This design comes from an exercise in tuning for small area on the open sky130 flow, not from production work. In this exercise RTL edits were held to simulation tests only and were not proved equivalent to the original. Power is estimated from default activity; no workload was simulated.

wip/onyx:
==> flow/design.v (excerpt) <==
module sha2in(
  input clk,rst_b,lst_pkt,
  input [63:0] pkt,
  output [511:0] blk,
  output blk_val,msg_end
);
  localparam DATA=2'd0, PAD=2'd1, ZERO=2'd2, STOP=2'd3;
  reg [1:0] st;
  reg [2:0] idx;       
  reg [15:0] n;        
  reg bv;
  reg [511:0] sr;
  wire data = (st == DATA);
  wire mgln = (st == ZERO) & (&idx);
  wire [63:0] w = data ? pkt : {st == PAD, 41'b0, mgln ? n : 16'b0, 6'b0};
  always @(posedge clk)
    sr <= {sr[447:0], w};
  assign blk = sr;
  always @(posedge clk or negedge rst_b)
    if (!rst_b) begin
      st <= DATA;
      idx <= 3'd0;
      n <= 16'd0;
      bv <= 1'b0;
    end else begin
      idx <= idx + 3'd1;
      if (data) n <= n + 16'd1;
      bv <= (&idx) & (st != STOP);
      case (st)
        DATA: if (lst_pkt) st <= PAD;
        PAD:  st <= ZERO;
        ZERO: if (&idx) st <= STOP;
        default: ;
      endcase
    end
  assign blk_val = bv;
  assign msg_end = bv & (st == STOP);
endmodule
Settings: LEC_CHECK=0, CAP_MARGIN=20, CORE_MARGIN=2, CORE_UTILIZATION=70, CTS_BUF_LIST=sky130_fd_sc_hd__clkbuf_4, CTS_CLUSTER_DIAMETER=60, CTS_CLUSTER_SIZE=20, SLEW_MARGIN=20; clock period 4.0 ns.
run.sh (not shown) runs the stock make flow with config.mk's settings and CLKGATE_MAP_FILE= SYNTH_SCRIPT=/design/flow/synth_recipe.tcl, a recipe that flattens the netlist after the stock synthesis.
wip/onyx got as far as I/O pin placement, where a tool error ended the run.
Input-level comparison between wip/harbor and wip/onyx:
- clearing CTS_CLUSTER_DIAMETER, which used to be 60
- clearing CTS_CLUSTER_SIZE, which used to be 20
- clearing CTS_BUF_LIST, which used to be sky130_fd_sc_hd__clkbuf_4
- swapping 70 for 40 in CORE_UTILIZATION
==> flow/flow/run.sh (new file) <==
#!/bin/bash
# Standard layout, with the port buffers made from the smallest buffer cell
# (buf_1) and the clock tree built without dummy loads.
set -euo pipefail
export BUFFER_PORTS_ARGS="-buffer_cell sky130_fd_sc_hd__buf_1"
export CTS_ARGS="-sink_clustering_enable -repair_clock_nets -dont_use_dummy_load -buf_list sky130_fd_sc_hd__clkbuf_4 -sink_clustering_size 12 -sink_clustering_max_diameter 40"
bash standard.sh > standard.log 2>&1
==> flow/standard.sh (new file) <==
#!/bin/bash
# synth_recipe.tcl (not shown) runs the flow's synth.tcl, then flattens the netlist and writes it again
# the make line also repeats each setting of config.mk as NAME=value (left out here)
make -C /OpenROAD-flow-scripts/flow DESIGN_CONFIG=/design/flow/config.mk WORK_HOME=/design/flow/orfs CLKGATE_MAP_FILE= SYNTH_SCRIPT=/design/flow/synth_recipe.tcl "${@:-finish}"
removed: flow/run.sh
## What came out
wip/harbor reached the final stage; the timing, DRC and antenna checks on its layout passed.
Effective utilization at floorplan ended up 30 points lower on wip/harbor than on wip/onyx.
~same xor-xnor portion of the synthesized cell area in wip/onyx and wip/harbor
wip/onyx → wip/harbor: x dimension of the die shows an increase of about 30%; simple logic cell fraction of the synthesized area shows no meaningful change.
## Diff of input files: wip/cedar against wip/harbor
- an added ABC_AREA of 1
## What came out
wip/cedar ends up with a clock buffer count from CTS that is about 1.8% lower than in wip/harbor. Of wip/cedar and wip/harbor, it is wip/cedar that has the lower final cell utilization of the core. [diff] total routed wirelength, wip/cedar relative to wip/harbor: improvement. Ratio of final minimum period to clock period (lower): wip/cedar.


## build 85
sha2in, a different RTL version from the one above (not shown whole).
Size: ~660 cells after synthesis, about 530 flip-flops, about 0.012 mm2 of cells after synthesis.
Design sha2in, start of the top module:
module sha2in(
  input clk,rst_b,lst_pkt,
  input [63:0] pkt,
  output [511:0] blk,
  output blk_val,msg_end
);
clock: 4.0 ns
lec_check: 0
cap_margin: 20
core_margin: 2
core_utilization: 40
place_density: 0.9
slew_margin: 20
standard.sh (not shown) runs the stock make flow with config.mk's settings and CLKGATE_MAP_FILE= SYNTH_SCRIPT=/design/flow/synth_recipe.tcl, a recipe that flattens the netlist after the stock synthesis.
==> flow/flow/run.sh <==
#!/bin/bash
# Standard layout, with the port buffers made from the smallest buffer cell
# (buf_1) and the clock tree built without dummy loads.
set -euo pipefail
export BUFFER_PORTS_ARGS="-buffer_cell sky130_fd_sc_hd__buf_1"
export CTS_ARGS="-sink_clustering_enable -repair_clock_nets -dont_use_dummy_load -buf_list sky130_fd_sc_hd__clkbuf_4 -sink_clustering_size 12 -sink_clustering_max_diameter 40"
bash standard.sh > standard.log 2>&1
Relative to build 85, the following input files were edited for build 77:
# build 85
export LEC_CHECK = 0
export CAP_MARGIN = 20
export CORE_MARGIN = 2
export CORE_UTILIZATION = 40
export PLACE_DENSITY = 0.9
export SLEW_MARGIN = 20
create_clock -name core_clock -period 4.0 [get_ports {clk}]
# build 77
export LEC_CHECK = 0
export CAP_MARGIN = 20
export CORE_MARGIN = 2
export CORE_UTILIZATION = 40
export SLEW_MARGIN = 20
create_clock -name core_clock -period 4.0 [get_ports {clk}]
==> flow/flow/run.sh <==
#!/bin/bash
# Standard layout, with the port buffers made from the smallest buffer cell
# (buf_1) and the clock tree built without dummy loads.
set -euo pipefail
export BUFFER_PORTS_ARGS="-buffer_cell sky130_fd_sc_hd__buf_1"
export CTS_ARGS="-sink_clustering_enable -repair_clock_nets -dont_use_dummy_load -buf_list sky130_fd_sc_hd__clkbuf_4 -sink_clustering_size 12 -sink_clustering_max_diameter 55"
bash standard.sh > standard.log 2>&1
Results
The share of power burned in the clock network reported for build 77 is smaller than that of build 85 by 0.3 points. Taking build 85 as the reference, in build 77 diode insertion count for antenna repair picked up an extra 1; wire length of the first global-routing pass fell about 0.9%; adder-cell share of the synthesized area was more or less identical.
Relative to build 77, the following input files were edited for build 50:
# build 77
export LEC_CHECK = 0
export CAP_MARGIN = 20
export CORE_MARGIN = 2
export CORE_UTILIZATION = 40
export SLEW_MARGIN = 20
create_clock -name core_clock -period 4.0 [get_ports {clk}]
# build 50
export LEC_CHECK = 0
export CAP_MARGIN = 20
export CORE_MARGIN = 2
export CORE_UTILIZATION = 40
export CTS_BUF_LIST = sky130_fd_sc_hd__clkbuf_4
export CTS_CLUSTER_DIAMETER = 30
export CTS_CLUSTER_SIZE = 10
export SLEW_MARGIN = 20
create_clock -name core_clock -period 4.0 [get_ports {clk}]
==> flow/run.sh (new file) <==
#!/bin/bash
# synth_recipe.tcl (not shown) runs the flow's synth.tcl, then flattens the netlist and writes it again
# the make line also repeats each setting of config.mk as NAME=value (left out here)
make -C /OpenROAD-flow-scripts/flow DESIGN_CONFIG=/design/flow/config.mk WORK_HOME=/design/flow/orfs CLKGATE_MAP_FILE= SYNTH_SCRIPT=/design/flow/synth_recipe.tcl finish
removed: flow/flow/run.sh
removed: flow/standard.sh
## What came out
- Looking at power density over the cells across build 50 and build 77, the one that comes out higher is build 77.
- Build 50 against build 77; via density per instance is down by a few percent.
- Build 50 vs build 77 — number of global-route vias before repair climbed by a few percent
- Looking only at register-to-register slack, and setting everything else aside, the higher value of build 50 and build 77 goes to build 77.
- The non-clock buffer count in the final layout on build 50 is in line with that on build 77.
- Compared with build 77, in build 50 post-layout utilization of the core climbed 16 points; cell area after placement saw an increase.
- Build 77 has a higher worst hold slack than build 50.
- Lower clock share of power among build 50 and build 77: build 77
Setup changes, build 50 to build 75
# build 50
export LEC_CHECK = 0
export CAP_MARGIN = 20
export CORE_MARGIN = 2
export CORE_UTILIZATION = 40
export CTS_BUF_LIST = sky130_fd_sc_hd__clkbuf_4
export CTS_CLUSTER_DIAMETER = 30
export CTS_CLUSTER_SIZE = 10
export SLEW_MARGIN = 20
create_clock -name core_clock -period 4.0 [get_ports {clk}]
# build 75
export LEC_CHECK = 0
export CAP_MARGIN = 20
export CORE_MARGIN = 2
export CORE_UTILIZATION = 40
export SLEW_MARGIN = 20
create_clock -name core_clock -period 4.0 [get_ports {clk}]
==> flow/flow/run.sh (new file) <==
#!/bin/bash
# Standard layout, with the port buffers made from the smallest buffer cell
# (buf_1) and the clock tree built without dummy loads.
set -euo pipefail
export BUFFER_PORTS_ARGS="-buffer_cell sky130_fd_sc_hd__buf_1"
export CTS_ARGS="-sink_clustering_enable -repair_clock_nets -dont_use_dummy_load -buf_list sky130_fd_sc_hd__clkbuf_2 -sink_clustering_size 6 -sink_clustering_max_diameter 25"
bash standard.sh > standard.log 2>&1
==> flow/standard.sh (new file) <==
#!/bin/bash
# synth_recipe.tcl (not shown) runs the flow's synth.tcl, then flattens the netlist and writes it again
# the make line also repeats each setting of config.mk as NAME=value (left out here)
make -C /OpenROAD-flow-scripts/flow DESIGN_CONFIG=/design/flow/config.mk WORK_HOME=/design/flow/orfs CLKGATE_MAP_FILE= SYNTH_SCRIPT=/design/flow/synth_recipe.tcl "${@:-finish}"
removed: flow/run.sh
Results
Multi-input gate share of total cell area in build 75 is 1.1 points higher than in build 50. In the flow results for build 75 and build 50, the combinational power is smaller on build 75. | ratio of total power to cell area | build 75 vs build 50 | 4.9% higher |. Going from build 50 to build 75, total vias in the final route grew by a few percent. In build 75 the wire length per cell after detailed routing turned out about 12% lower than in build 50.
Input-level comparison between build 5 and build 75:
==> flow/flow/run.sh <==
#!/bin/bash
# Standard layout, with the port buffers made from the smallest buffer cell
# (buf_1) and the clock tree built without dummy loads.
set -euo pipefail
export BUFFER_PORTS_ARGS="-buffer_cell sky130_fd_sc_hd__buf_1"
export CTS_ARGS="-sink_clustering_enable -repair_clock_nets -dont_use_dummy_load -buf_list sky130_fd_sc_hd__clkbuf_4 -sink_clustering_size 12 -sink_clustering_max_diameter 40"
bash standard.sh > standard.log 2>&1
[summary]
Re average footprint of a synthesized cell: no difference whatsoever between build 75 and build 5.
Looking at power after layout, build 5 sits 3.5% lower than build 75 does.
Per the comparison of build 5 with build 75, number of antenna diodes decreased by 1 relative to the old numbers; clock network power share decreased by 2.4 points relative to the old numbers; final cell count decreased by 87 relative to the old numbers; leakage power of the design decreased by about 5.4% relative to the old numbers; average detailed-routed wire length per instance increased by about 3% relative to the old numbers.
Cell-internal power: build 5 vs build 75 down about 1.8%
Post-route standard cell area excluding fillers: build 5 lower than build 75
In build 5 relative to build 75, combinational power had gone down by a few percent.
Lower wire length goes to build 5 over build 75.

## re-timing with driven ports
How much do the figures lean on ideal ports? The routed layouts below were timed once more, with nothing changed but the port constraints. Step 1 (the two cells are an assumption about what drives the block):
set clk [get_ports {clk}]
set_driving_cell -lib_cell sky130_fd_sc_hd__clkbuf_16 $clk
set_driving_cell -lib_cell sky130_fd_sc_hd__buf_2 [delete_from_list [all_inputs] $clk]
Step 2 moves the port delays by t, midway between the first and last clock arrival at a register: inputs arrive t later, outputs are due t later. That takes back most of the time a late clock gives input paths. Three values: ideal ports, drivers, drivers and shift; two values: the first two.
run | t (ns) | setup slack, ns | clock arrival spread, ns
wip/harbor | 0.709 | 1.517 / 1.473 / 1.974 | 0.088 / 0.087
wip/cedar | 0.710 | 1.657 / 1.609 / 1.826 | 0.094 / 0.094
build 85 | 0.698 | 1.089 / 1.050 / 1.748 | 0.079 / 0.079
build 77 | 0.713 | 1.293 / 1.243 / 1.956 | 0.069 / 0.069
build 50 | 0.732 | 1.294 / 1.249 / 1.784 | 0.050 / 0.050
build 75 | 0.861 | 1.008 / 0.962 / 1.823 | 0.220 / 0.220
build 5 | 0.705 | 1.290 / 1.240 / 1.945 | 0.085 / 0.084
After both steps setup and hold are still met in every run listed.
